Background: an optimization exercise with open tools, aiming at small area. Do not read the settings as production practice. RTL that was checked went through simulation tests only; none was proved equivalent to the original. No functional check of the RTL was part of run 1. Power and IR drop assume default switching activity.

`config.mk`:
```
export PLATFORM = sky130hd
export DESIGN_NAME = ols_core
export DESIGN_NICKNAME = ols_core
export VERILOG_FILES = /design/flow/design.v
export SDC_FILE = /design/flow/constraint.sdc
export NUM_CORES = 4
export LEC_CHECK = 0
export CAP_MARGIN = 20
export CORE_MARGIN = 2
export CORE_UTILIZATION = 65
export CTS_BUF_LIST = sky130_fd_sc_hd__clkbuf_16
export CTS_CLUSTER_DIAMETER = 100
export CTS_CLUSTER_SIZE = 25
export SLEW_MARGIN = 20
```
`constraint.sdc`:
```
create_clock -name core_clock -period 10.0 [get_ports {clock}]
set_input_delay 2.0000 -clock core_clock [delete_from_list [all_inputs] [get_ports {clock}]]
set_output_delay 2.0000 -clock core_clock [all_outputs]
set_load 0.01 [all_outputs]
```
`design.v`:
```
module dly_signal (clk, indata, outdata);
parameter WIDTH = 1;
input clk;
input [WIDTH-1:0] indata;
output [WIDTH-1:0] outdata;
reg [WIDTH-1:0] outdata, next_outdata;
always @(posedge clk) outdata <= next_outdata;
always @*
begin
  next_outdata = indata;
end
endmodule
module pipeline_stall (clk, reset, datain, dataout);
parameter WIDTH = 1;
parameter DELAY = 1;
input clk, reset;
input [WIDTH-1:0] datain;
output [WIDTH-1:0] dataout;
reg [(WIDTH*DELAY)-1:0] dly_datain, next_dly_datain;
assign dataout = dly_datain[(WIDTH*DELAY)-1 : WIDTH*(DELAY-1)];
always @ (posedge clk)
begin
  if (reset)
    dly_datain <= 0;
  else dly_datain <= next_dly_datain;
end
always @*
begin
  next_dly_datain = {dly_datain, datain};
end
endmodule
module full_synchronizer (clk, reset, datain, dataout);
parameter WIDTH = 1;
input clk, reset;
input [WIDTH-1:0] datain;
output [WIDTH-1:0] dataout;
pipeline_stall #(WIDTH,2) sync (clk, reset, datain, dataout);
endmodule
module reset_sync (clk, hardreset, reset);
input clk, hardreset;
output reset;
reg [3:0] reset_reg, next_reset_reg;
assign reset = reset_reg[3];
always @ (posedge clk)
begin
  if (hardreset)
    reset_reg <= 4'hF;
  else reset_reg <= next_reset_reg;
end
always @*
begin
  next_reset_reg = {reset_reg,1'b0};
end
endmodule
module ddr_inbuf (clk, pad, indata, indata180);
parameter WIDTH=32;
input clk;
input [WIDTH-1:0] pad;
output [WIDTH-1:0] indata;
output [WIDTH-1:0] indata180;
reg [WIDTH-1:0] indata, indata180, next_indata;
always @(posedge clk) indata <= next_indata;
always @(negedge clk) indata180 <= next_indata;
always @* begin next_indata = pad; end
endmodule
module filter (clock, indata, indata180, outdata);
input clock;
input [31:0] indata;
input [31:0] indata180;
output [31:0] outdata;
reg [31:0] dly_indata, next_dly_indata; 
reg [31:0] dly_indata180, next_dly_indata180; 
reg [31:0] outdata, next_outdata;
always @(posedge clock) 
begin
  outdata <= next_outdata;
  dly_indata <= next_dly_indata;
  dly_indata180 <= next_dly_indata180;
end
always @*
begin
  next_outdata = (outdata | dly_indata | indata) & dly_indata180;
  next_dly_indata = indata;
  next_dly_indata180 = indata180;
end
endmodule
module demux(clock, indata, indata180, outdata);
input clock;
input [15:0] indata;
input [15:0] indata180;
output [31:0] outdata;
reg [15:0] dly_indata180, next_dly_indata180;
assign outdata = {dly_indata180,indata};
always @(posedge clock) 
begin
  dly_indata180 <= next_dly_indata180;
end
always @*
begin
  next_dly_indata180 = indata180;
end
endmodule
module sync (clock, reset, indata, intTestMode, numberScheme, filter_mode, demux_mode, falling_edge, outdata);
input clock;
input reset;
input [31:0] indata;
input intTestMode;
input numberScheme;
input filter_mode;
input demux_mode;
input falling_edge;
output [31:0] outdata;
dly_signal sampled_intTestMode_reg (clock, intTestMode, sampled_intTestMode);
dly_signal sampled_numberScheme_reg (clock, numberScheme, sampled_numberScheme);
reg [7:0] testcount, next_testcount;
always @ (posedge clock)
  if (reset) testcount <= 0;
  else testcount <= next_testcount;
always @* begin next_testcount = testcount+1'b1; end
wire [7:0] testcount1 = {
  testcount[0],testcount[1],testcount[2],testcount[3],
  testcount[4],testcount[5],testcount[6],testcount[7]};
wire [7:0] testcount2 = {
  testcount[3],testcount[2],testcount[1],testcount[0],
  testcount[4],testcount[5],testcount[6],testcount[7]};
wire [7:0] testcount3 = {
  testcount[3],testcount[2],testcount[1],testcount[0],
  testcount[7],testcount[6],testcount[5],testcount[4]};
reg [31:0] itm_indata, itm_indata180;
always @(posedge clock)
  itm_indata <= intTestMode ? {testcount3,testcount2,testcount1,testcount} : indata;
always @(negedge clock)
  itm_indata180 <= sampled_intTestMode ? ~itm_indata : indata;
wire [31:0] demuxL_indata; 
demux demuxL (
  .clock(clock),
  .indata(itm_indata[15:0]), 
  .indata180(itm_indata180[15:0]), 
  .outdata(demuxL_indata));
wire [31:0] demuxH_indata; 
demux demuxH (
  .clock(clock),
  .indata(itm_indata[31:16]), 
  .indata180(itm_indata180[31:16]), 
  .outdata(demuxH_indata));
wire [31:0] demux_indata = (sampled_numberScheme) ? {demuxH_indata[15:0],demuxH_indata[31:16]} : demuxL_indata;
wire [31:0] filtered_indata; 
filter filter (
  .clock(clock), 
  .indata(itm_indata),
  .indata180(itm_indata180),
  .outdata(filtered_indata));
reg [1:0] select, next_select;
reg [31:0] selectdata, next_selectdata;
reg [31:0] outdata;
always @(posedge clock) 
begin
  select <= next_select;
  selectdata <= next_selectdata;
end
always @*
begin
  if (demux_mode)
    next_select = 2'b10;
  else if (filter_mode)
    next_select = 2'b11;
  else next_select = {1'b0,falling_edge};
  case (select) 
    2'b00 : next_selectdata = itm_indata;
    2'b01 : next_selectdata = itm_indata180;
    2'b10 : next_selectdata = demux_indata;
    2'b11 : next_selectdata = filtered_indata;
  endcase
  outdata = (sampled_numberScheme) ? {selectdata[15:0],selectdata[31:16]} : selectdata;
end
endmodule
module async_fifo (clock, reset, reset_core, wrdata, data_valid, data_out);
input clock;
input reset;			 
output reset_core;
input [31:0] wrdata;
output data_valid;
output [31:0] data_out;
reg [3:0] rst_cnt;
reg avail;
reg data_valid;
reg [31:0] dly0, dly1, dly2, dly3;
reg [31:0] data_out;
assign reset_core = rst_cnt[3];
always @(posedge clock)
begin
  if (reset) rst_cnt <= 4'd11;
  else if (|rst_cnt) rst_cnt <= rst_cnt - 1'b1;
  avail <= ~|rst_cnt;
  data_valid <= avail & ~rst_cnt[3];
  dly0 <= wrdata;
  dly1 <= dly0;
  dly2 <= dly1;
  dly3 <= dly2;
  data_out <= avail ? dly3 : 32'h0;
end
endmodule
module decoder(
  clock, execute, opcode,
  wrtrigmask, wrtrigval, wrtrigcfg, wrtrigedge,
  wrspeed, wrsize, wrFlags,
  wrTrigSelect, wrTrigChain,
  finish_now,
  arm_basic, arm_adv, resetCmd);
input clock;
input execute;
input [7:0] opcode;
output [3:0] wrtrigmask;
output [3:0] wrtrigval;
output [3:0] wrtrigcfg;
output [3:0] wrtrigedge;
output wrspeed;
output wrsize;
output wrFlags;
output wrTrigSelect;
output wrTrigChain;
output finish_now;
output arm_basic;
output arm_adv;
output resetCmd;
reg dly_execute;
reg cls0, cls8, clsC;		 
reg [3:0] low;			 
wire start = execute & !dly_execute;
always @(posedge clock)
begin
  dly_execute <= execute;
  cls0 <= start && (opcode[7:4] == 4'h0);
  cls8 <= start && (opcode[7:4] == 4'h8);
  clsC <= start && (opcode[7:4] == 4'hC);
  low <= opcode[3:0];
end
assign resetCmd  = cls0 && (low == 4'h0);
assign arm_basic = cls0 && (low == 4'h1);
assign finish_now = cls0 && (low == 4'h5);
assign arm_adv   = cls0 && (low == 4'hF);
assign wrspeed = cls8 && (low == 4'h0);
assign wrsize  = cls8 && (low == 4'h1);
assign wrFlags = cls8 && (low == 4'h2);
assign wrTrigSelect = 1'b0;
assign wrTrigChain = 1'b0;
genvar n;
generate
  for (n = 0; n < 4; n = n + 1)
    begin: stg
      assign wrtrigmask[n] = clsC && (low == 4*n+0);
      assign wrtrigval[n]  = clsC && (low == 4*n+1);
      assign wrtrigcfg[n]  = clsC && (low == 4*n+2);
      assign wrtrigedge[n] = clsC && (low == 4*n+3);
    end
endgenerate
endmodule
module flags(
  clock, reset, wrFlags, config_data,
  finish_now,
  flags_reg);
input clock;
input reset;
input wrFlags;
input [31:0] config_data;
input finish_now;
output [31:0] flags_reg;
reg [31:0] flags_reg, next_flags_reg;
always @(posedge clock) 
begin
  if (reset) flags_reg <= 0;
  else flags_reg <= next_flags_reg;
end
always @*
begin
  next_flags_reg = (wrFlags) ? config_data : flags_reg;
  if (finish_now) next_flags_reg[8] = 1'b0;
end
endmodule
module sampler (
  clock, reset, extClock_mode, 
  wrDivider, config_data, 
  validIn, dataIn, 
  validOut, dataOut, ready50);
input clock; 			 
input reset;			 
input extClock_mode;		 
input wrDivider; 		 
input [23:0] config_data; 	 
input validIn;			 
input [31:0] dataIn; 		 
output validOut; 		 
output [31:0] dataOut; 		 
output ready50;
parameter TRUE = 1'b1;
parameter FALSE = 1'b0;
reg validOut, next_validOut;
reg [31:0] dataOut, next_dataOut;
reg ready50, next_ready50;  
reg [23:0] divider, next_divider; 
reg [23:0] counter, next_counter;	 
wire counter_zero = ~|counter;
always @ (posedge clock) 
begin
  if (reset)
    begin
      divider <= 0;
      counter <= 0;
      validOut <= 0;
      dataOut <= 0;
    end
  else
    begin
      divider <= next_divider;
      counter <= next_counter;
      validOut <= next_validOut;
      dataOut <= next_dataOut;
    end
end
always @*
begin
  next_divider = divider;
  next_counter = counter;
  next_validOut = FALSE;
  next_dataOut = dataOut;
  if (extClock_mode)
    begin
      next_validOut = validIn;
      next_dataOut = dataIn;
    end
  else if (validIn && counter_zero)
    begin
      next_validOut = TRUE;
      next_dataOut = dataIn;
    end
  if (wrDivider)
    begin
      next_divider = config_data[23:0];
      next_counter = next_divider;
      next_validOut = FALSE;  
    end
  else if (validIn) 
    if (counter_zero)
      next_counter = divider;
    else next_counter = counter-1'b1;
end
always @(posedge clock) 
begin
  ready50 <= next_ready50;
end
always @*
begin
  next_ready50 = ready50;
  if (wrDivider)
    next_ready50 = FALSE;  
  else if (counter_zero)
    next_ready50 = TRUE;
  else if (counter == divider[23:1])
    next_ready50 = FALSE;
end
endmodule
module stage(
  clock, reset, dataIn, validIn, dataIn_dlyd,
  wrMask, wrValue, wrEdge, 
  wrConfig, config_data,
  arm, demux_mode, level,
  run, match);
parameter TRUE = 1'b1;
parameter FALSE = 1'b0;
input clock, reset;
input validIn;
input [31:0] dataIn;		 
input [31:0] dataIn_dlyd;	 
input wrMask;			 
input wrValue;		 
input wrEdge;			 
input wrConfig;			 
input [31:0] config_data;	 
input arm;
input demux_mode;
input [1:0] level;
output run;
output match;
reg validIn_dlyd;
reg [31:0] maskRegister;
reg [31:0] valueRegister;
reg [31:0] edgeRegister;
reg [27:0] configRegister;
reg [15:0] counter, next_counter; 
reg [31:0] shiftRegister, next_shiftRegister;
reg match32Register, next_match32Register;
reg run, next_run;
reg match, next_match;
wire cfgStart = configRegister[27];
wire cfgSerial = configRegister[26];
wire [4:0] cfgChannel = configRegister[24:20];
wire [1:0] cfgLevel = configRegister[17:16];
wire [15:0] cfgDelay = configRegister[15:0];
always @ (posedge clock)
  if (wrConfig) validIn_dlyd <= 0;
  else validIn_dlyd <= validIn | validIn_dlyd;
always @ (posedge clock)
begin
  if (reset | wrMask) maskRegister <= config_data;
  if (reset | wrValue) valueRegister <= config_data;
  if (reset | wrEdge) edgeRegister <= config_data;
  if (reset | wrConfig) configRegister <= config_data[27:0];
end
wire [31:0] testValue = (cfgSerial) ? shiftRegister : dataIn;
wire [31:0] edgeMatch, bitMatch;
genvar i;
generate
  for(i = 0 ; i < 32 ; i = i + 1)
    begin: bitgen
      assign edgeMatch[i] = validIn_dlyd & (dataIn_dlyd[i] ^ valueRegister[i]);
      assign bitMatch[i] = ~maskRegister[i] | ((~testValue[i] ^ valueRegister[i]) & (~edgeRegister[i] | cfgSerial | edgeMatch[i]));
    end
endgenerate
wire matchL16 = &bitMatch[15:0];
wire matchH16 = &bitMatch[31:16];
always @(posedge clock) 
begin
  match32Register <= next_match32Register;
end
always @*
begin
  if (demux_mode) 
    next_match32Register = matchL16 | matchH16;
  else next_match32Register = matchL16 & matchH16;
end
wire serialChannelL16 = dataIn[{1'b0,cfgChannel[3:0]}];
wire serialChannelH16 = dataIn[{1'b1,cfgChannel[3:0]}];
always @(posedge clock) 
begin
  shiftRegister <= next_shiftRegister;
end
always @*
begin
  next_shiftRegister = shiftRegister;
  if (validIn)
    if (demux_mode)  
      next_shiftRegister = {shiftRegister,serialChannelH16,serialChannelL16};
    else next_shiftRegister = {shiftRegister, (cfgChannel[4]) ? serialChannelH16 : serialChannelL16};
end
parameter [1:0]
  OFF = 2'h0,
  ARMED = 2'h1,
  MATCHED = 2'h2;
reg [1:0] state, next_state;
always @(posedge clock) 
begin
  if (reset) 
    begin
      state <= OFF;
      counter <= 0;
      match <= FALSE;
      run <= FALSE;
    end
  else 
    begin
      state <= next_state;
      counter <= next_counter;
      match <= next_match;
      run <= next_run;
    end
end
always @*
begin
  next_state = state;
  next_counter = counter;
  next_match = FALSE;
  next_run = FALSE;
  case (state)  
    OFF : 
      begin
        if (arm) next_state = ARMED;
      end
    ARMED : 
      begin
        next_counter = cfgDelay;
        if (match32Register && (level >= cfgLevel)) 
          next_state = MATCHED;
      end
    MATCHED : 
      begin
        if (validIn)
	  begin
            next_counter = counter-1'b1;
            if (~|counter)
	      begin
                next_run = cfgStart;
                next_match = ~cfgStart;
                next_state = OFF;
              end
	  end
      end
  endcase
end
endmodule
module trigger(
  clock, reset, 
  dataIn, validIn, 
  wrMask, wrValue,
  wrConfig, wrEdge,
  config_data,
  arm, demux_mode, 
  capture, run);
input clock, reset;
input validIn;
input [31:0] dataIn;		 
input [3:0] wrMask;		 
input [3:0] wrValue;		 
input [3:0] wrConfig;		 
input [3:0] wrEdge;		 
input [31:0] config_data;	 
input arm;
input demux_mode;
output capture;			 
output run;			 
reg capture, next_capture;
reg [1:0] levelReg, next_levelReg;
wire [3:0] stageRun;
wire run = |stageRun;
wire [31:0] cfg_data = reset ? 32'h0 : config_data;
reg [31:0] dataIn_dlyd;
always @(posedge clock) if (validIn) dataIn_dlyd <= dataIn;
wire [3:0] stageMatch;
stage stage0 (
  .clock(clock), .reset(reset), .dataIn(dataIn), .validIn(validIn), .dataIn_dlyd(dataIn_dlyd),
  .wrMask(wrMask[0]), .wrValue(wrValue[0]), .wrEdge(wrEdge[0]), 
  .wrConfig(wrConfig[0]), .config_data(cfg_data),
  .arm(arm), .level(levelReg), .demux_mode(demux_mode),
  .run(stageRun[0]), .match(stageMatch[0]));
stage stage1 (
  .clock(clock), .reset(reset), .dataIn(dataIn), .validIn(validIn), .dataIn_dlyd(dataIn_dlyd),
  .wrMask(wrMask[1]), .wrValue(wrValue[1]), .wrEdge(wrEdge[1]), 
  .wrConfig(wrConfig[1]), .config_data(cfg_data),
  .arm(arm), .level(levelReg), .demux_mode(demux_mode),
  .run(stageRun[1]), .match(stageMatch[1]));
stage stage2 (
  .clock(clock), .reset(reset), .dataIn(dataIn), .validIn(validIn), .dataIn_dlyd(dataIn_dlyd),
  .wrMask(wrMask[2]), .wrValue(wrValue[2]), .wrEdge(wrEdge[2]), 
  .wrConfig(wrConfig[2]), .config_data(cfg_data),
  .arm(arm), .level(levelReg), .demux_mode(demux_mode),
  .run(stageRun[2]), .match(stageMatch[2]));
stage stage3 (
  .clock(clock), .reset(reset), .dataIn(dataIn), .validIn(validIn), .dataIn_dlyd(dataIn_dlyd),
  .wrMask(wrMask[3]), .wrValue(wrValue[3]), .wrEdge(wrEdge[3]), 
  .wrConfig(wrConfig[3]), .config_data(cfg_data),
  .arm(arm), .level(levelReg), .demux_mode(demux_mode),
  .run(stageRun[3]), .match(stageMatch[3]));
always @(posedge clock) 
begin : P2
  if (reset) 
    begin
      capture <= 1'b0;
      levelReg <= 2'b00;
    end
  else 
    begin
      capture <= next_capture;
      levelReg <= next_levelReg;
    end
end
always @*
begin
  next_capture = arm | capture;
  next_levelReg = levelReg;
  if (|stageMatch) next_levelReg = levelReg + 1;
end
endmodule
module delay_fifo (
  clock, 
  validIn, dataIn,
  validOut, dataOut);
parameter DELAY = 3;	 
parameter WIDTH = 32;
input clock;
input validIn;
input [WIDTH-1:0] dataIn;
output validOut;
output [WIDTH-1:0] dataOut;
reg [WIDTH:0] shift [0:DELAY-1];
integer k;
always @(posedge clock)
begin
  shift[0] <= {validIn, dataIn};
  for (k=1; k<DELAY; k=k+1) shift[k] <= shift[k-1];
end
assign {validOut, dataOut} = shift[DELAY-1];
endmodule
module data_align(
  clock, disabledGroups, 
  validIn, dataIn, 
  validOut, dataOut);
input clock;
input [3:0] disabledGroups;
input validIn;
input [31:0] dataIn;
output validOut;
output [31:0] dataOut;
reg [1:0] insel0, next_insel0;
reg [1:0] insel1, next_insel1;
reg insel2, next_insel2;
reg [31:0] dataOut, next_dataOut;
reg validOut, next_validOut;
always @ (posedge clock)
begin
  dataOut <= next_dataOut;
  validOut <= next_validOut;
end
always @*
begin
  next_dataOut = dataIn;
  next_validOut = validIn;
  case (insel0[1:0])
    2'h1 : next_dataOut[7:0] = dataIn[15:8];
    2'h2 : next_dataOut[7:0] = dataIn[23:16];
    2'h3 : next_dataOut[7:0] = dataIn[31:24];
  endcase
  case (insel1[1:0])
    2'h1 : next_dataOut[15:8] = dataIn[23:16];
    2'h2 : next_dataOut[15:8] = dataIn[31:24];
  endcase
  case (insel2)
    1'b1 : next_dataOut[23:16] = dataIn[31:24];
  endcase
end
always @(posedge clock) 
begin
  insel0 <= next_insel0;
  insel1 <= next_insel1;
  insel2 <= next_insel2;
end
always @*
begin
  next_insel0 = 2'h0;
  next_insel1 = 2'h0;
  next_insel2 = 1'b0;
  case (disabledGroups)
    4'b0001 : begin next_insel2 = 1'b1; next_insel1=2'h1; next_insel0=2'h1; end
    4'b0010 : begin next_insel2 = 1'b1; next_insel1=2'h1; end
    4'b0100 : begin next_insel2 = 1'b1; end
    4'b0011 : begin next_insel1=2'h2; next_insel0=2'h2; end
    4'b0101 : begin next_insel1=2'h2; next_insel0=2'h1; end
    4'b1001 : begin next_insel1=2'h1; next_insel0=2'h1; end
    4'b0110 : begin next_insel1=2'h2; end
    4'b1010 : begin next_insel1=2'h1; end
    4'b1100 : begin next_insel1=2'h0; end
    4'b0111 : next_insel0 = 2'h3;
    4'b1011 : next_insel0 = 2'h2;
    4'b1101 : next_insel0 = 2'h1;
  endcase
end
endmodule
module rle_enc(
  clock, reset, 
  enable, arm, 
  rle_mode, demux_mode, disabledGroups, 
  dataIn, validIn, 
  dataOut, validOut);
input clock, reset;
input enable, arm;
input [1:0] rle_mode;
input demux_mode;
input [3:0] disabledGroups;
input [31:0] dataIn;
input validIn;
output [31:0] dataOut;
output validOut;
localparam TRUE = 1'b1;
localparam FALSE = 1'b0;
localparam RLE_COUNT = 1'b1;
reg active, next_active;
reg mask_flag, next_mask_flag;
reg [1:0] mode, next_mode;
reg [30:0] data_mask, next_data_mask;
reg [30:0] last_data, next_last_data;
reg last_valid, next_last_valid;
reg [31:0] dataOut, next_dataOut;
reg validOut, next_validOut;
reg [30:0] count, next_count;		 
reg [8:0] fieldcount, next_fieldcount;	 
reg [1:0] track, next_track;		 
wire [30:0] inc_count = count+1'b1;
wire count_zero = ~|count;
wire count_gt_one = track[1];
wire count_full = (count==data_mask);
reg demux_mismatch;
reg mismatch;
wire [30:0] masked_dataIn = dataIn & data_mask;
wire rle_repeat_mode = 0;  
always @ (posedge clock)
begin
  mode <= next_mode;
  data_mask <= next_data_mask;
end
always @*
begin
  next_mode = 2'h3;  
  case (disabledGroups)
    4'b1110,4'b1101,4'b1011,4'b0111 : next_mode = 2'h0;  
    4'b1100,4'b1010,4'b0110,4'b1001,4'b0101,4'b0011 : next_mode = 2'h1;  
    4'b1000,4'b0100,4'b0010,4'b0001 : next_mode = 2'h2;  
  endcase
  next_data_mask = demux_mode ? 32'h7FFF7FFF : 32'h7FFFFFFF;
  case (mode)
    2'h0 : next_data_mask = 32'h0000007F;
    2'h1 : next_data_mask = demux_mode ? 32'h00007F7F : 32'h00007FFF;
    2'h2 : next_data_mask = 32'h007FFFFF;
  endcase
end
always @ (posedge clock)
begin
  if (reset)
    begin
      active <= 0;
      mask_flag <= 0;
    end
  else 
    begin
      active <= next_active;
      mask_flag <= next_mask_flag;
    end
end
always @ (posedge clock)
begin
  count <= next_count;
  fieldcount <= next_fieldcount;
  track <= next_track;
  dataOut <= next_dataOut;
  validOut <= next_validOut;
  last_data <= next_last_data;
  last_valid <= next_last_valid;
end
always @*
begin
  next_active = active | (enable && arm);
  next_mask_flag = mask_flag | (enable && arm);  
  next_dataOut = (mask_flag) ? masked_dataIn : dataIn;
  next_validOut = validIn;
  next_last_data = (validIn) ? masked_dataIn : last_data; 
  next_last_valid = FALSE;
  next_count = count & {31{active}};
  next_fieldcount = fieldcount & {9{active}};
  next_track = track & {2{active}};
  mismatch = |(masked_dataIn^last_data);  
  if (demux_mode)
    begin
      case (mode)
        2'h0 : demux_mismatch = 0;  
        2'h1 : demux_mismatch = (dataIn[14:8] != dataIn[6:0]);
        2'h2 : demux_mismatch = 0;  
        2'h3 : demux_mismatch = (dataIn[30:16] != dataIn[14:0]);
      endcase
    end
  else
    demux_mismatch = 0;
  if (active)
    begin
      next_validOut = FALSE;
      next_last_valid = last_valid | validIn;
      if (validIn && last_valid)
        if (!enable || mismatch || demux_mismatch || count_full)  
          begin
	    next_active = enable;
            next_validOut = TRUE;
            next_dataOut = {RLE_COUNT,count};
            case (mode)
              2'h0 : next_dataOut = {RLE_COUNT,count[6:0]};
              2'h1 : next_dataOut = {RLE_COUNT,count[14:0]};
              2'h2 : next_dataOut = {RLE_COUNT,count[22:0]};
            endcase
            if (!count_gt_one) next_dataOut = last_data;
	    next_fieldcount = fieldcount+1'b1;  
	    next_count = (mismatch || demux_mismatch || ~rle_mode[1] || ~rle_mode[0] & fieldcount[8]) ? 0 : 1;
	    next_track = next_count[1:0];
          end
        else  
	  begin
            next_count = inc_count;
	    if (count_zero)  
	      begin
		next_fieldcount = 0;
		next_validOut = TRUE;
	      end
	    if (rle_repeat_mode && count_zero) next_count = 2;
	    next_track = {|track,1'b1};
	  end
    end
end
endmodule
module controller(
  clock, reset, run,
  wrSize, config_data,
  validIn, dataIn, busy, arm, 
  send, memoryWrData, memoryRead, 
  memoryWrite, memoryLastWrite);
input clock;
input reset;
input run;
input wrSize;
input [31:0] config_data;
input validIn;
input [31:0] dataIn;
input busy;
input arm;
output send;
output [31:0] memoryWrData;
output memoryRead;
output memoryWrite;
output memoryLastWrite;
reg [15:0] fwd, next_fwd;  
reg [15:0] bwd, next_bwd;
reg send, next_send;
reg memoryRead, next_memoryRead;
reg memoryWrite, next_memoryWrite;
reg memoryLastWrite, next_memoryLastWrite;
reg [17:0] counter, next_counter; 
wire [17:0] counter_inc = counter+1'b1;
reg [31:0] memoryWrData, next_memoryWrData;
always @(posedge clock) 
begin
  memoryWrData <= next_memoryWrData;
end
always @*
begin
  next_memoryWrData = dataIn;
end
parameter [2:0]
  IDLE =     3'h0,
  SAMPLE =   3'h1,
  DELAY =    3'h2,
  READ =     3'h3,
  READWAIT = 3'h4;
reg [2:0] state, next_state; 
always @(posedge clock) 
begin
  if (reset)
    begin
      state <= IDLE;
      memoryWrite <= 1'b0;
      memoryLastWrite <= 1'b0;
      memoryRead <= 1'b0;
    end
  else 
    begin
      state <= next_state;
      memoryWrite <= next_memoryWrite;
      memoryLastWrite <= next_memoryLastWrite;
      memoryRead <= next_memoryRead;
    end
end
always @(posedge clock)
begin
  counter <= next_counter;
  send <= next_send;
end
always @*
begin
  next_state = state;
  next_counter = counter;
  next_memoryWrite = 1'b0;
  next_memoryLastWrite = 1'b0;
  next_memoryRead = 1'b0;
  next_send = 1'b0;
  case(state)
    IDLE :
      begin
        next_counter = 0;
        next_memoryWrite = 1;
	if (run) next_state = DELAY;
	else if (arm) next_state = SAMPLE;
      end
    SAMPLE : 
      begin
        next_counter = 0;
        next_memoryWrite = validIn;
        if (run) next_state = DELAY;
      end
    DELAY : 
      begin
	if (validIn)
	  begin
	    next_memoryWrite = 1'b1;
            next_counter = counter_inc;
            if (counter == {fwd,2'b11}) 	 
	      begin				 
		next_memoryLastWrite = 1'b1;	 
		next_counter = 0;
		next_state = READ;
	      end
	  end
      end
    READ : 
      begin
        next_memoryRead = 1'b1;
        next_send = 1'b1;
        if (counter == {bwd,2'b11}) 
	  begin
            next_counter = 0;
            next_state = IDLE;
          end
        else 
	  begin
            next_counter = counter_inc;
            next_state = READWAIT;
          end
      end
    READWAIT : 
      begin
        if (!busy && !send) next_state = READ;
      end
  endcase
end
always @(posedge clock) 
begin
  fwd <= next_fwd;
  bwd <= next_bwd;
end
always @*
begin
  next_fwd = fwd;
  next_bwd = bwd;
  if (wrSize) 
    begin
      next_fwd = config_data[31:16];
      next_bwd = config_data[15:0];
    end
end
endmodule
module ols_core(
  clock, extReset, 
  extTriggerIn, 
  opcode, config_data, execute, indata, outputBusy, 
  sampleReady50, outputSend, stableInput,
  memoryWrData, memoryRead, memoryWrite, memoryLastWrite,
  extTriggerOut, armLEDnn, 
  triggerLEDnn, wrFlags, extTestMode);
input clock;
input extReset;			 
input [7:0] opcode;		 
input [31:0] config_data;
input execute;			 
input [31:0] indata;		 
input outputBusy;
input extTriggerIn;
output sampleReady50;
output outputSend;
output [31:0] stableInput;
output [31:0] memoryWrData;
output memoryRead;
output memoryWrite;
output memoryLastWrite;
output extTriggerOut;
output armLEDnn;
output triggerLEDnn;
output wrFlags;
output extTestMode;
wire [31:0] syncedInput;
wire [3:0] wrtrigmask; 
wire [3:0] wrtrigval; 
wire [3:0] wrtrigcfg;
wire [3:0] wrtrigedge;
wire wrDivider; 
wire wrsize; 
wire sample_valid;
wire [31:0] sample_data; 
wire dly_sample_valid;
wire [31:0] dly_sample_data;
wire aligned_data_valid;
wire [31:0] aligned_data;
wire rle_data_valid; 
wire [31:0] rle_data;
wire arm_basic, arm_adv;
wire arm = arm_basic | arm_adv;
wire resetCmd;
wire reset = extReset | resetCmd;
wire reset_core;
wire [31:0] flags_reg;
wire demux_mode = flags_reg[0];                     
wire filter_mode = flags_reg[1];                    
wire [3:0] disabledGroups = flags_reg[5:2];         
wire extClock_mode = flags_reg[6];                  
wire falling_edge = flags_reg[7];                   
wire rleEnable = flags_reg[8];                      
wire numberScheme = flags_reg[9];                   
wire extTestMode = flags_reg[10] && !numberScheme;  
wire intTestMode = flags_reg[11];                   
wire [1:0] rle_mode = flags_reg[15:14];             
wire run_basic, run; 
dly_signal extTriggerIn_reg (clock, extTriggerIn, sampled_extTriggerIn);
dly_signal extTriggerOut_reg (clock, run, extTriggerOut);
assign run = run_basic | sampled_extTriggerIn;
reg armLEDnn, next_armLEDnn;
reg triggerLEDnn, next_triggerLEDnn;
always @(posedge clock) 
begin
  armLEDnn <= next_armLEDnn;
  triggerLEDnn <= next_triggerLEDnn;
end
always @*
begin
  next_armLEDnn = armLEDnn;
  next_triggerLEDnn = triggerLEDnn;
  if (arm) 
    begin
      next_armLEDnn = ~1'b1;
      next_triggerLEDnn = ~1'b0;
    end
  else if (run) 
    begin
      next_armLEDnn = ~1'b0;
      next_triggerLEDnn = ~1'b1;
    end
end
decoder decoder(
  .clock(clock),
  .execute(execute),
  .opcode(opcode),
  .wrtrigmask(wrtrigmask),
  .wrtrigval(wrtrigval),
  .wrtrigcfg(wrtrigcfg),
  .wrtrigedge(wrtrigedge),
  .wrspeed(wrDivider),
  .wrsize(wrsize),
  .wrFlags(wrFlags),
  .wrTrigSelect(wrTrigSelect),
  .wrTrigChain(wrTrigChain),
  .finish_now(finish_now),
  .arm_basic(arm_basic),
  .arm_adv(arm_adv),
  .resetCmd(resetCmd));
flags flags(
  .clock(clock),
  .reset(extReset),
  .wrFlags(wrFlags),
  .config_data(config_data),
  .finish_now(finish_now),
  .flags_reg(flags_reg));
sync sync(
  .clock(clock),
  .reset(extReset),
  .indata(indata),
  .intTestMode(intTestMode),
  .numberScheme(numberScheme),
  .filter_mode(filter_mode),
  .demux_mode(demux_mode),
  .falling_edge(falling_edge),
  .outdata(syncedInput));
async_fifo async_fifo(
  .clock(clock), .reset(reset), .reset_core(reset_core),
  .wrdata(syncedInput),
  .data_valid(stableValid), .data_out(stableInput));
sampler sampler(
  .clock(clock),
  .reset(extReset),
  .extClock_mode(extClock_mode),
  .wrDivider(wrDivider),
  .config_data(config_data[23:0]),
  .validIn(stableValid),
  .dataIn(stableInput),
  .validOut(sample_valid),
  .dataOut(sample_data),
  .ready50(sampleReady50));
trigger trigger(
  .clock(clock),
  .reset(reset_core),
  .validIn(sample_valid),
  .dataIn(sample_data),
  .wrMask(wrtrigmask),
  .wrValue(wrtrigval),
  .wrConfig(wrtrigcfg),
  .wrEdge(wrtrigedge),
  .config_data(config_data),
  .arm(arm_basic),
  .demux_mode(demux_mode),
  .run(run_basic),
  .capture(capture_basic));
wire capture = capture_basic;
delay_fifo #(.DELAY(3)) delay_fifo (
  .clock(clock),
  .validIn(sample_valid),
  .dataIn(sample_data),
  .validOut(dly_sample_valid),
  .dataOut(dly_sample_data));
data_align data_align (
  .clock(clock),
  .disabledGroups(disabledGroups),
  .validIn(dly_sample_valid && capture),
  .dataIn(dly_sample_data),
  .validOut(aligned_data_valid),
  .dataOut(aligned_data));
rle_enc rle_enc (
  .clock(clock),
  .reset(reset_core),
  .enable(rleEnable),
  .arm(arm),
  .rle_mode(rle_mode),
  .demux_mode(demux_mode),
  .disabledGroups(disabledGroups),
  .validIn(aligned_data_valid),
  .dataIn(aligned_data),
  .validOut(rle_data_valid),
  .dataOut(rle_data));
pipeline_stall #(.DELAY(2)) dly_arm_reg (
  .clk(clock), 
  .reset(reset_core), 
  .datain(arm), 
  .dataout(dly_arm));
pipeline_stall #(.DELAY(1)) dly_run_reg (
  .clk(clock), 
  .reset(reset_core), 
  .datain(run), 
  .dataout(dly_run));
controller controller(
  .clock(clock),
  .reset(reset_core),
  .run(dly_run),
  .wrSize(wrsize),
  .config_data(config_data),
  .validIn(rle_data_valid),
  .dataIn(rle_data),
  .arm(dly_arm),
  .busy(outputBusy),
  .send(outputSend),
  .memoryWrData(memoryWrData),
  .memoryRead(memoryRead),
  .memoryWrite(memoryWrite),
  .memoryLastWrite(memoryLastWrite));
endmodule
```
`run.sh`:
```
#!/bin/bash
# synth_recipe.tcl (not shown) runs the flow's synth.tcl, then flattens the netlist and writes it again
# the make line also repeats each setting of config.mk as NAME=value (left out here)
make -C /OpenROAD-flow-scripts/flow DESIGN_CONFIG=/design/flow/config.mk WORK_HOME=/design/flow/orfs CLKGATE_MAP_FILE= SYNTH_SCRIPT=/design/flow/synth_recipe.tcl finish
```
==> impl_metrics.yaml, run 1 <==
timing:
  hold_viol_final: 0
  finalSetupViolations: 0
  slew_viol_final: 0
  finClkSkew_ns: 0.0260
  rsz0062_at_grt: "no"
  slew_headroom_pct: 18.2
  worstMarginPinSlew_ns: 1.22
  worst_slack_ns: 2.90
  setup_tns_ns: 0
final_layout:
  antenna_cells: 0
  final_cell_mix: "825 x dfxtp_1, 725 x edfxtp_1, 473 x nand2_1, 462 x xor2_1, 267 x nor2_1"
  final_common_cell: "dfxtp_1"
  area_growth_pct: 8.34
  drive_gt1_share_pct: 10.3
  largest_reg_flops: 99
  fill_cells: 6721
  largest_register: "delay_fifo.shift"
  fin_nets: 5189
logic_synthesis:
  synth_area_leader_cell: "edfxtp_1"
  ys.flop_type: "dfxtp_1"
  synth-seq-cells: 1558
  synth_cells: 4995
  ys.warnings.count: 28
  syn_nets: 5114
  async_flop_share_pct: 0
  synth_edf_count: 725
  synth_area_per_cell_um2: 12.4
  synth_area_leaders: "edfxtp_1 35%, dfxtp_1 27%, xor2_1 6.6%"
  netlist.area_leader.share_pct: 35.2
  synth_seq_area_share_pct: 62.2
  synth_area_mm2: 0.0618
  synthDistinctLibCells: 76
route:
  via_per_inst: 6.23
  drt_iter0_drc: 4491
  antenna_left: 0
  drc: 0
  wl_per_cell_um: 25.3
  vias: 39800
  first_pass_iters: 6
  routed_wl_um: 162000
clock_network:
  cts_buffers: 72
  holdBufCountCts: 0
  postCtsSetupBuffers: 0
  htreeDepth: 3
  clk_pin_slew_ns: 0.10
  clock_sinks: 1558
  clockBufferDepth: 3
  ctsResizeCount: 0
  cts_tree: "built"
  clk_latency_ns: 0.71
  root_buffer: "clkbuf_16"
floorplanning:
  initial_utilization_pct: 65.3
  die_area_mm2: 0.0975
  pin_count: 151
  core_mm2: 0.0946
  fp.dieH_um: 312
  rows: 113
  die_w_um: 312
worst_setup_path:
  start_kind: "input port"
  cp.required_ns: 5.55
  worstSetupEndpointType: "flop"
  worstPathMaxFanout: 2
  cp_data_arrival_time_ns: 2.65
  crit_type: "input port to flop"
grt:
  grt_max_degree: 149
  overflow: 0
  grt_pass1_vias: 37700
  track_usage_pct: 32.9
  grt_pass1_wl_um: 241000
  antenna_found_initial: 14
power_and_ir_drop:
  power.total_w: 0.0111
  max-vdd-ir-drop_uv: 164
  power_density_mw_per_mm2: 166
  leakage_nw: 25.7
min_path:
  hold_path_class: "flop to flop"
job:
  drv_cap: 0
placement:
  post-place-ws_ns: 2.21
  gp_congestion: 0.895
  portBuffers: 150
  dp_hpwl_um: 106000
outcome:
  status: "complete, no violations"
-- critical path: stages --
cell and delay [ns]:
clkdlybuf4s50_1 0.47, nor2_1 0.13, a21oi_1 0.05
-- cell type report --
| type | count | area, um^2 | area share (%) |
|---|---|---|---|
| well taps | 1265 | 1580 | 2.37 |
| inverters | 100 | 375 | 0.561 |
| clock inverters | 79 | 452 | 0.675 |
| clock buffers | 73 | 1830 | 2.73 |
| multi-input cells | 3077 | 22100 | 33.0 |
| flip-flops and latches | 1558 | 38500 | 57.5 |
| repair buffers | 229 | 2140 | 3.20 |
-- metrics by stage --
stage | hold WS, ns | cell area, um^2 | cells | util (%)
global placement | 0.310 | 64500 | 6227 | 68.2
detailed placement | 0.312 | 64600 | 6227 | 68.2
CTS | 0.324 | 66800 | 6378 | 70.7
global route | 0.331 | 66900 | 6381 | 70.7
floorplan | 0.310 | 61800 | 4995 | -
finish | 0.325 | 66900 | 6381 | 70.7
-- synth_stat cells, drive strengths merged (56+ instances only) --
master,number
dfxtp,833
edfxtp,725
nand2,473
xor2,462
nor2,267
a21oi,244
clkbuf,234
mux2,221
a211oi,174
o21ai,141
a22oi,108
inv,96
mux4,80
xnor2,80
nor2b,75
and2,63
nand3,58
nor3,56
-- metal layers --
metal,vias to the layer above,GRT usage (%),share of wire [%]
li1,18200,-,-
met1,19500,46.2,41
met2,1713,52.1,46
met3,332,5.42,8.6
met4,2,11.5,4.0
met5,-,0,0.0074
-- cell families (layout without fill, tap and decap cells) --
family / count (synthesis) / after routing / synth area share [%]
AOI/OAI and AO/OA: 897 / 897 / 9.54
xor gates and xnor gates: 542 / 542 / 7.69
adders and majority gates: 43 / 43 / 0.867
buffers and inverters: 360 / 481 / 2.25
DFF: 1558 / 1558 / 62.2
muxes: 350 / 350 / 7.77
and+or+nand+nor: 1245 / 1245 / 9.64
-- where the power goes --
part           internal (W)  switching [W]  total (W)
logic              0.000208       0.000310   0.000517
clock network       0.00142        0.00204    0.00346
registers           0.00692       0.000191    0.00711
-- path summary, 6_finish.rpt --
| check | slack (ns) | end | depth (start not counted) | start |
|---|---|---|---|---|
| max reg2reg | 3.81 | sync.itm_indata180[10] | 2 | sync.sampled_intTestMode_reg.outdata |
| min | 0.33 | async_fifo.dly3[5] | 0 | async_fifo.dly2[5] |
| max | 2.90 | sync.itm_indata180[29] | 3 | indata[29] |
| min reg2reg | 0.33 | async_fifo.dly3[5] | 0 | async_fifo.dly2[5] |
==> run 2: changes to the inputs <==
--- a/design.v
+++ b/design.v
@@ -360,7 +360,7 @@
 end
 endmodule
 module stage(
-  clock, reset, dataIn, validIn, dataIn_dlyd,
+  clock, reset, dataIn, validIn, dataChange,
   wrMask, wrValue, wrEdge, 
   wrConfig, config_data,
   arm, demux_mode, level,
@@ -370,7 +370,7 @@
 input clock, reset;
 input validIn;
 input [31:0] dataIn;		 
-input [31:0] dataIn_dlyd;	 
+input [31:0] dataChange;	 
 input wrMask;			 
 input wrValue;		 
 input wrEdge;			 
@@ -412,7 +412,7 @@
 generate
   for(i = 0 ; i < 32 ; i = i + 1)
     begin: bitgen
-      assign edgeMatch[i] = validIn_dlyd & (dataIn_dlyd[i] ^ valueRegister[i]);
+      assign edgeMatch[i] = validIn_dlyd & dataChange[i];
       assign bitMatch[i] = ~maskRegister[i] | ((~testValue[i] ^ valueRegister[i]) & (~edgeRegister[i] | cfgSerial | edgeMatch[i]));
     end
 endgenerate
@@ -524,27 +524,28 @@
 wire [31:0] cfg_data = reset ? 32'h0 : config_data;
 reg [31:0] dataIn_dlyd;
 always @(posedge clock) if (validIn) dataIn_dlyd <= dataIn;
+wire [31:0] dataChange = dataIn ^ dataIn_dlyd;
 wire [3:0] stageMatch;
 stage stage0 (
-  .clock(clock), .reset(reset), .dataIn(dataIn), .validIn(validIn), .dataIn_dlyd(dataIn_dlyd),
+  .clock(clock), .reset(reset), .dataIn(dataIn), .validIn(validIn), .dataChange(dataChange),
   .wrMask(wrMask[0]), .wrValue(wrValue[0]), .wrEdge(wrEdge[0]), 
   .wrConfig(wrConfig[0]), .config_data(cfg_data),
   .arm(arm), .level(levelReg), .demux_mode(demux_mode),
   .run(stageRun[0]), .match(stageMatch[0]));
 stage stage1 (
-  .clock(clock), .reset(reset), .dataIn(dataIn), .validIn(validIn), .dataIn_dlyd(dataIn_dlyd),
+  .clock(clock), .reset(reset), .dataIn(dataIn), .validIn(validIn), .dataChange(dataChange),
   .wrMask(wrMask[1]), .wrValue(wrValue[1]), .wrEdge(wrEdge[1]), 
   .wrConfig(wrConfig[1]), .config_data(cfg_data),
   .arm(arm), .level(levelReg), .demux_mode(demux_mode),
   .run(stageRun[1]), .match(stageMatch[1]));
 stage stage2 (
-  .clock(clock), .reset(reset), .dataIn(dataIn), .validIn(validIn), .dataIn_dlyd(dataIn_dlyd),
+  .clock(clock), .reset(reset), .dataIn(dataIn), .validIn(validIn), .dataChange(dataChange),
   .wrMask(wrMask[2]), .wrValue(wrValue[2]), .wrEdge(wrEdge[2]), 
   .wrConfig(wrConfig[2]), .config_data(cfg_data),
   .arm(arm), .level(levelReg), .demux_mode(demux_mode),
   .run(stageRun[2]), .match(stageMatch[2]));
 stage stage3 (
-  .clock(clock), .reset(reset), .dataIn(dataIn), .validIn(validIn), .dataIn_dlyd(dataIn_dlyd),
+  .clock(clock), .reset(reset), .dataIn(dataIn), .validIn(validIn), .dataChange(dataChange),
   .wrMask(wrMask[3]), .wrValue(wrValue[3]), .wrEdge(wrEdge[3]), 
   .wrConfig(wrConfig[3]), .config_data(cfg_data),
   .arm(arm), .level(levelReg), .demux_mode(demux_mode),
==> impl_metrics.yaml, run 2 <==
outcome:
  status: "complete, no violations"
grt:
  grt_pass1_wl_um: 223000
  grt_max_degree: 83
  overflow: 0
  gr-usage-met2_pct: 52.0
  track_usage_pct: 31.4
  grt_pass1_vias: 36400
  antenna_found_initial: 11
  grt_busiest_layer: "met2"
  grt_util_met1_pct: 41.8
  grt_use_met3_pct: 5.52
logic_synthesis:
  synth_area_leaders: "edfxtp_1 36%, dfxtp_1 28%, mux2_2 4.1%"
  synth_area_mm2: 0.0600
  synth.most_common_cell: "dfxtp_1"
  syn_nets: 4867
  synth_area_leader_cell: "edfxtp_1"
  synthDistinctLibCells: 84
  synth_top_family_by_area: "multiplexers"
  synth_cells: 4748
  synth_compound_gate_area_share_pct: 8.33
  ys.flop_type: "dfxtp_1"
  synth_fa_ha_area_share_pct: 0.942
  async_flop_share_pct: 0
  synth_edf_count: 725
  synthMuxAreaShare_pct: 9.96
  synth_area_per_cell_um2: 12.6
  synth_simple_gate_area_share_pct: 9.82
  synth_common_cells: "833 x dfxtp_1, 725 x edfxtp_1, 456 x nand2_1"
  synth_seq_area_share_pct: 64.0
  netlist.area_leader.share_pct: 36.3
  synth-seq-cells: 1558
  synth_xor_area_share_pct: 4.60
  ys.warnings.count: 28
floorplanning:
  die_w_um: 308
  die_area_mm2: 0.0948
  initial_utilization_pct: 65.6
  pin_count: 151
  rows: 111
  fp.dieH_um: 308
  core_mm2: 0.0915
placement:
  placedInstanceArea_mm2: 0.0629
  portBuffers: 150
  dp_hpwl_um: 100000
  post-place-ws_ns: 2.21
  gp_congestion: 0.952
min_path:
  whs_path_depth: 0
  hold-path-endpoint: "delay_fifo.shift[2][31]"
  worst_hold_startpoint: "delay_fifo.shift[1][31]"
  hold_path_class: "flop to flop"
route:
  vias: 37900
  via_per_inst: 6.22
  first_pass_iters: 6
  drc: 0
  antenna_left: 0
  wl_per_cell_um: 24.5
  drt_iter0_drc: 4071
  routed_wl_um: 149000
worst_setup_path:
  startpoint: "indata[11]"
  reg2reg_from: "sync.sampled_intTestMode_reg.outdata"
  ff2ff_setup_slack_ns: 3.71
  start_kind: "input port"
  crit_type: "input port to flop"
  ff2ff_path_depth: 3
  cp.required_ns: 5.62
  cp_data_arrival_time_ns: 2.70
  r2r-end: "sync.itm_indata180[3]"
  worstPathMaxFanout: 2
  worstSetupEndpointType: "flop"
timing:
  finalSetupViolations: 0
  rsz0062_at_grt: "no"
  hold_viol_final: 0
  worstMarginPinSlew_ns: 1.21
  slew_headroom_pct: 19.5
  setup_tns_ns: 0
  finClkSkew_ns: 0.0269
  slew_viol_final: 0
  worst_slack_ns: 2.92
job:
  drv_cap: 0
clock_network:
  clk_latency_ns: 0.70
  htreeDepth: 3
  clockBufferDepth: 3
  holdBufCountCts: 0
  ctsResizeCount: 0
  root_buffer: "clkbuf_16"
  clock_sinks: 1558
  cts_buffers: 72
  cts_tree: "built"
  clk_pin_slew_ns: 0.09
  postCtsSetupBuffers: 0
final_layout:
  drive_gt1_share_pct: 10.9
  largest_reg_flops: 99
  largest_register: "delay_fifo.shift"
  fin_nets: 4967
  area_growth_pct: 8.51
  final_common_cell: "dfxtp_1"
  fin_area_mm2: 0.0651
  final_cell_mix: "826 x dfxtp_1, 725 x edfxtp_1, 456 x nand2_1, 270 x nor2_1, 219 x mux2_2"
power_and_ir_drop:
  power_density_mw_per_mm2: 168
  max-vdd-ir-drop_uv: 155
  leakage_nw: 23.6
[run 2: worst max-delay path, cell delays in order]
cell,delay [ns]
clkdlybuf4s50_1,0.50
nor2_1,0.06
a21oi_1,0.14
[run 2: kinds of logic (layout without fill, tap and decap cells)]
kind of cell / Yosys count / count (layout)
and+or+nand+nor: 1232 / 1232
muxes: 470 / 470
AOI/OAI and AO/OA: 765 / 765
other: 0 / 1
xor gates and xnor gates: 315 / 315
adders and majority gates: 46 / 46
buffers and inverters: 362 / 522
DFF: 1558 / 1558
[run 2: final cells by class]
type | count | area, um^2
Antenna cell | 1 | 2.50
Clock buffer | 72 | 1800
Clock inverter | 94 | 452
Fill cell | 6484 | 26400
Inverter | 107 | 402
Multi-Input combinational cell | 2828 | 20300
Sequential cell | 1558 | 38500
Tap cell | 1186 | 1480
Timing Repair Buffer | 249 | 2240
[run 2: report_power, final]
| group | internal, W | switching, W | leakage [nW] |
|---|---|---|---|
| sequential | 0.00692 | 0.000127 | 14.9 |
| combinational | 0.000205 | 0.000292 | 7.38 |
| clock | 0.00139 | 0.00200 | 1.38 |
| total | 0.00852 | 0.00242 | 23.6 |
[run 2: worst max-delay path by stage]
stage	slack, ns	to	cells after the start
floorplan	2.75	sync.itm_indata180[20]	2
finish	2.92	sync.itm_indata180[11]	3
global placement	2.24	sync.itm_indata180[13]	3
global route	2.89	sync.itm_indata180[17]	3
detailed placement	2.21	sync.itm_indata180[11]	3
CTS	2.94	sync.itm_indata180[11]	3
[run 2: per-stage QoR]
stage / cells / hold WS, ns / power (W) / util [%]
after floorplan: 4748 / 0.310 / 0.00747 / -
after global placement: 5929 / 0.310 / 0.00768 / 68.7
after detailed placement: 5929 / 0.312 / 0.00770 / 68.7
after CTS: 6094 / 0.326 / 0.0110 / 71.2
after global routing: 6094 / 0.332 / 0.0113 / 71.2
final: 6095 / 0.322 / 0.0109 / 71.2
[run 2: layer usage]
| layer | share of wire, % | routed length [um] | up-vias |
|---|---|---|---|
| met3 | 8.2 | 12300 | 257 |
| met4 | 3.8 | 5690 | 0 |
| li1 | - | - | 17400 |
| met1 | 40 | 59400 | 18700 |
| met5 | 0 | 0 | - |
| met2 | 48 | 71900 | 1588 |
==> run 3: changes to the inputs <==
==> flow/run.sh (new file) <==
#!/bin/bash
# Layout: the standard flow (standard.sh, unchanged synthesis), with
# changes to how it is made:
#  - input and output ports are buffered with buf_1;
#  - clock tree synthesis runs without dummy loads;
#  - after global routing the resizer downsizes gates off the critical paths
#    (RECOVER_POWER), free to change footprints.
# make's full output goes to flow_make.log here; ORFS keeps each step's log
# under orfs/logs/.
set -euo pipefail
bash standard.sh \
  "BUFFER_PORTS_ARGS=-buffer_cell sky130_fd_sc_hd__buf_1" \
  "CTS_ARGS=-sink_clustering_enable -repair_clock_nets -sink_clustering_size 25 -sink_clustering_max_diameter 100 -buf_list sky130_fd_sc_hd__clkbuf_16 -dont_use_dummy_load" \
  "RECOVER_POWER=100" "MATCH_CELL_FOOTPRINT=0" \
  finish > flow_make.log 2>&1
==> standard.sh (new file) <==
#!/bin/bash
# synth_recipe.tcl (not shown) runs the flow's synth.tcl, then flattens the netlist and writes it again
# the make line also repeats each setting of config.mk as NAME=value (left out here)
make -C /OpenROAD-flow-scripts/flow DESIGN_CONFIG=/design/flow/config.mk WORK_HOME=/design/flow/orfs CLKGATE_MAP_FILE= SYNTH_SCRIPT=/design/flow/synth_recipe.tcl "${@:-finish}"
--- a/config.mk
+++ b/config.mk
@@ -5,10 +5,10 @@
 export SDC_FILE = /design/flow/constraint.sdc
 export NUM_CORES = 4
 export LEC_CHECK = 0
-export CAP_MARGIN = 20
+export CAP_MARGIN = 0
 export CORE_MARGIN = 2
 export CORE_UTILIZATION = 65
 export CTS_BUF_LIST = sky130_fd_sc_hd__clkbuf_16
 export CTS_CLUSTER_DIAMETER = 100
 export CTS_CLUSTER_SIZE = 25
-export SLEW_MARGIN = 20
+export SLEW_MARGIN = 0
removed: run.sh
==> impl_metrics.yaml, run 3 <==
outcome:
  status: "complete, but fails checks"
  violations: "capacitance limit, slew limit"
clock_network:
  cts_buffers: 72
  root_buffer: "clkbuf_16"
  clk_latency_ns: 0.69
  clock_sinks: 1558
  postCtsSetupBuffers: 0
  htreeDepth: 3
  clockBufferDepth: 3
  ctsResizeCount: 0
  clk_pin_slew_ns: 0.10
  cts_tree: "built"
  holdBufCountCts: 0
worst_setup_path:
  path_cells: "dlymetal6s4s_1"
  max_stage_delay_ns: 5.22
  path_buf_inv: 1
  crit_slowest_cell: "dlymetal6s4s_1"
  ff2ff_setup_slack_ns: 2.30
  path_delay_family: "buffers and inverters"
  cp.required_ns: 10.00
  worstPathMaxFanout: 141
  start_kind: "flop"
  cp_data_arrival_time_ns: 7.70
  worstSetupEndpointType: "flop"
  crit_type: "flop to flop"
timing:
  worst_slack_ns: 2.30
  slew_viol_final: 1506
  fin_crit_sh_pct: 77.0
  slew_headroom_pct: -375
  max_freq_mhz: 130
  finClkSkew_ns: 0.0371
  hold_viol_final: 0
  setup_tns_ns: 0
  finalSetupViolations: 0
  period_needed_ns: 7.70
  rsz0062_at_grt: "no"
  worstMarginPinSlew_ns: 7.13
placement:
  post-place-ws_ns: 2.60
  portBuffers: 150
  placedInstanceArea_mm2: 0.0619
  gp_congestion: 0.948
  dp_hpwl_um: 99400
final_layout:
  final_common_cell: "dfxtp_1"
  drive_gt1_share_pct: 8.46
  area_growth_pct: 5.72
  largest_register: "delay_fifo.shift"
  fin_util_pct: 69.3
  largest_reg_flops: 99
  fin_nets: 4956
  final_cell_mix: "830 x dfxtp_1, 725 x edfxtp_1, 456 x nand2_1, 270 x nor2_1, 218 x a21oi_1"
  fin_area_mm2: 0.0635
logic_synthesis:
  synth_area_per_cell_um2: 12.6
  ys.flop_type: "dfxtp_1"
  syn_nets: 4867
  synth_area_leader_cell: "edfxtp_1"
  ys.warnings.count: 28
  synth.most_common_cell: "dfxtp_1"
  synthDistinctLibCells: 84
  synth_common_cells: "833 x dfxtp_1, 725 x edfxtp_1, 456 x nand2_1"
  synth-seq-cells: 1558
  synth_area_leaders: "edfxtp_1 36%, dfxtp_1 28%, mux2_2 4.1%"
  async_flop_share_pct: 0
  synth_edf_count: 725
  synth_cells: 4748
  synth_seq_area_share_pct: 64.0
  netlist.area_leader.share_pct: 36.3
  synth_area_mm2: 0.0600
route:
  via_per_inst: 6.22
  drc: 0
  vias: 37400
  routed_wl_um: 149000
  antenna_left: 0
  wl_per_cell_um: 24.7
  drt_iter0_drc: 3952
  first_pass_iters: 5
floorplanning:
  pin_count: 151
  die_area_mm2: 0.0948
  rows: 111
  die_w_um: 308
  fp.dieH_um: 308
  initial_utilization_pct: 65.6
  core_mm2: 0.0915
grt:
  grt_pass1_wl_um: 221000
  track_usage_pct: 31.3
  grt_pass1_vias: 35900
  grt_max_degree: 142
  antenna_found_initial: 5
  overflow: 0
power_and_ir_drop:
  max-vdd-ir-drop_uv: 162
  power_density_mw_per_mm2: 169
  leakage_nw: 22.6
job:
  drv_cap: 44
min_path:
  hold_path_class: "flop to flop"
[run 3: cell counts after synthesis]
No cell type changed its count.
[run 3: final cells by class]
class / count / area (um^2)
Multi-Input combinational cell: 2828 / 20200
Inverter: 107 / 402
Antenna cell: 1 / 2.50
Fill cell: 6744 / 28100
Clock buffer: 72 / 1800
Tap cell: 1186 / 1480
Timing Repair Buffer: 238 / 970
Sequential cell: 1558 / 38500
Clock inverter: 32 / 120
[run 3: power breakdown]
part | total (W) | internal (W) | switching [W]
Sequential | 0.00705 | 0.00693 | 0.000123
Combinational | 0.000474 | 0.000180 | 0.000295
Clock | 0.00321 | 0.00131 | 0.00190
[run 3: metrics by stage]
step	instances	power (W)	hold slack, ns
5_1_grt	6021	0.0111	0.337
4_1_cts	6021	0.0108	0.328
3_5_place_dp	5918	0.00768	0.312
3_3_place_gp	5918	0.00767	0.310
2_1_floorplan	4748	0.00747	0.310
6_report	6022	0.0107	0.325
[run 3: layer usage]
layer	part of all wire [%]	vias up	global-route usage, %	routed length (um)
met5	0	-	0	0
met3	9.3	287	8.14	13900
met2	46	1507	50.4	69100
met4	4.8	0	12.7	7100
met1	39	18300	40.7	58600
li1	-	17300	-	-
[run 3: final timing paths]
path,startpoint,to,depth (start not counted)
max,sampler.validOut,delay_fifo.shift[0][32],1
min,delay_fifo.shift[0][10],delay_fifo.shift[1][10],0
max reg2reg,sampler.validOut,delay_fifo.shift[0][32],1
min reg2reg,delay_fifo.shift[0][10],delay_fifo.shift[1][10],0
[run 3: cell families (layout without fill, tap and decap cells)]
family	count (synthesis)	count (layout)	share of synthesized area (%)
other	0	1	0
xor gates and xnor gates	315	315	4.60
DFF	1558	1558	64.0
muxes	470	470	9.96
adders and majority gates	46	46	0.942
and+or+nand+nor	1232	1232	9.82
buffers and inverters	362	449	2.31
AOI/OAI and AO/OA	765	765	8.33
==> run 4: changes to the inputs <==
==> flow/run.sh (replaced) <==
#!/bin/bash
# Layout: the standard flow (standard.sh, unchanged synthesis), with two
# changes to how it is made:
#  - input and output ports are buffered with buf_1 instead of the default
#    buffer_ports choice;
#  - clock tree synthesis runs without dummy loads.
# make's full output goes to flow_make.log here; ORFS keeps each step's log
# under orfs/logs/.
set -euo pipefail
bash standard.sh \
  "BUFFER_PORTS_ARGS=-buffer_cell sky130_fd_sc_hd__buf_1" \
  "CTS_ARGS=-sink_clustering_enable -repair_clock_nets -sink_clustering_size 25 -sink_clustering_max_diameter 100 -buf_list sky130_fd_sc_hd__clkbuf_16 -dont_use_dummy_load" \
  finish > flow_make.log 2>&1
==> config.mk (replaced) <==
export PLATFORM = sky130hd
export DESIGN_NAME = ols_core
export DESIGN_NICKNAME = ols_core
export VERILOG_FILES = /design/flow/design.v
export SDC_FILE = /design/flow/constraint.sdc
export NUM_CORES = 4
export LEC_CHECK = 0
export CAP_MARGIN = 10
export CORE_MARGIN = 2
export CORE_UTILIZATION = 75
export CTS_BUF_LIST = sky130_fd_sc_hd__clkbuf_16
export CTS_CLUSTER_DIAMETER = 100
export CTS_CLUSTER_SIZE = 25
export SLEW_MARGIN = 10
==> impl_metrics.yaml, run 4 <==
floorplanning:
  die_w_um: 287
  initial_utilization_pct: 75.9
  rows: 103
  die_area_mm2: 0.0823
  pin_count: 151
  core_mm2: 0.0791
  fp.dieH_um: 287
clock_network:
  holdBufCountCts: 0
  root_buffer: "clkbuf_16"
  clock_sinks: 1558
  htreeDepth: 3
  postCtsSetupBuffers: 0
  clockBufferDepth: 3
  clk_latency_ns: 0.68
  ctsResizeCount: 0
  cts_buffers: 72
  cts_tree: "built"
  clk_pin_slew_ns: 0.09
final_layout:
  area_growth_pct: 5.98
  largest_register: "delay_fifo.shift"
  largest_reg_flops: 99
  fin_nets: 4962
  final_common_cell: "dfxtp_1"
  drive_gt1_share_pct: 10.5
  fin_util_pct: 80.4
  final_cell_mix: "826 x dfxtp_1, 725 x edfxtp_1, 456 x nand2_1, 270 x nor2_1, 219 x mux2_2"
  fill_cells: 4632
route:
  via_per_inst: 6.57
  antenna_left: 0
  drt_iter0_drc: 4691
  vias: 38700
  drc: 0
  routed_wl_um: 150000
  first_pass_iters: 5
  wl_per_cell_um: 25.5
logic_synthesis:
  synth-seq-cells: 1558
  ys.flop_type: "dfxtp_1"
  async_flop_share_pct: 0
  netlist.area_leader.share_pct: 36.3
  synth.most_common_cell: "dfxtp_1"
  syn_nets: 4867
  synth_cells: 4748
  synthDistinctLibCells: 84
  synth_area_leader_cell: "edfxtp_1"
  synth_seq_area_share_pct: 64.0
  synth_area_leaders: "edfxtp_1 36%, dfxtp_1 28%, mux2_2 4.1%"
  synth_edf_count: 725
  synth_common_cells: "833 x dfxtp_1, 725 x edfxtp_1, 456 x nand2_1"
  ys.warnings.count: 28
  synth_area_mm2: 0.0600
  synth_area_per_cell_um2: 12.6
timing:
  worstMarginPinSlew_ns: 1.43
  setup_tns_ns: 0
  slew_headroom_pct: 4.32
  hold_viol_final: 0
  finalSetupViolations: 0
  rsz0062_at_grt: "no"
  finClkSkew_ns: 0.0771
  slew_viol_final: 0
worst_setup_path:
  worstSetupEndpointType: "flop"
  start_kind: "input port"
  crit_type: "input port to flop"
  cp.required_ns: 5.54
  worstPathMaxFanout: 2
  cp_data_arrival_time_ns: 2.29
placement:
  portBuffers: 150
  dp_hpwl_um: 99400
  gp_congestion: 0.967
grt:
  antenna_found_initial: 4
  grt_pass1_wl_um: 224000
  track_usage_pct: 36.2
  grt_pass1_vias: 37600
  overflow: 0
  grt_max_degree: 80
outcome:
  status: "complete, no violations"
power_and_ir_drop:
  power_density_mw_per_mm2: 169
  leakage_nw: 22.9
  max-vdd-ir-drop_uv: 156
min_path:
  hold_path_class: "flop to flop"
job:
  drv_cap: 0
-- run 4: cell counts after synthesis --
Identical to the previous run, type by type.
-- run 4: stage by stage --
stage               cells  setup WS, ns  instance area, um^2  hold slack [ns]  power [W]
finish               5894          3.25                63600            0.305     0.0107
global route         5891          3.23                63600            0.310     0.0110
CTS                  5891          3.28                63600            0.306     0.0107
detailed placement   5788          2.56                61700            0.312    0.00768
global placement     5788          2.61                61700            0.310    0.00766
floorplan            4748          2.75                60000            0.310    0.00747
-- run 4: power breakdown --
| part | total, W | leakage [nW] | switching, W | internal, W |
|---|---|---|---|---|
| sequential | 0.00706 | 14.9 | 0.000137 | 0.00692 |
| clock | 0.00321 | 1.06 | 0.00190 | 0.00131 |
| combinational | 0.000480 | 6.96 | 0.000294 | 0.000186 |
| total | 0.0107 | 22.9 | 0.00233 | 0.00842 |
-- run 4: layout make-up --
cell class | count | area, um^2 | area share [%]
Multi-Input combinational cell | 2828 | 20200 | 31.8
Clock inverter | 32 | 120 | 0.189
Sequential cell | 1558 | 38500 | 60.5
Tap cell | 1050 | 1310 | 2.06
Antenna cell | 3 | 7.51 | 0.0118
Inverter | 107 | 402 | 0.631
Clock buffer | 72 | 1800 | 2.83
Timing Repair Buffer | 244 | 1270 | 2.00
-- run 4: cell families (layout without fill, tap and decap cells) --
logic type | Yosys count | in the layout | share of synthesized area, %
flops | 1558 | 1558 | 64.0
compound gates | 765 | 765 | 8.33
xor+xnor | 315 | 315 | 4.60
mux | 470 | 470 | 9.96
other cells | 0 | 3 | 0
simple gates | 1232 | 1232 | 9.82
buf+inv | 362 | 455 | 2.31
fa+ha+maj | 46 | 46 | 0.942
-- run 4: critical path, cell delays in order --
cell and delay [ns]:
buf_1 0.09, nor2_1 0.14, a21oi_1 0.06
-- run 4: final timing paths --
kind | start | endpoint | slack, ns | cells past startpoint
hold reg to reg | async_fifo.dly1[31] | async_fifo.dly2[31] | 0.31 | 0
setup reg to reg | sync.sampled_intTestMode_reg.outdata | sync.itm_indata180[0] | 3.65 | 3
hold / removal | async_fifo.dly1[31] | async_fifo.dly2[31] | 0.31 | 0
setup / recovery | indata[0] | sync.itm_indata180[0] | 3.25 | 3
-- run 4: per-layer routing --
layer,track usage [%],up-vias,share of wire [%]
met5,0,-,0.0073
met4,16.1,2,5.2
met3,7.92,387,11
met2,58.5,2159,47
met1,47.5,18900,37
li1,-,17300,-
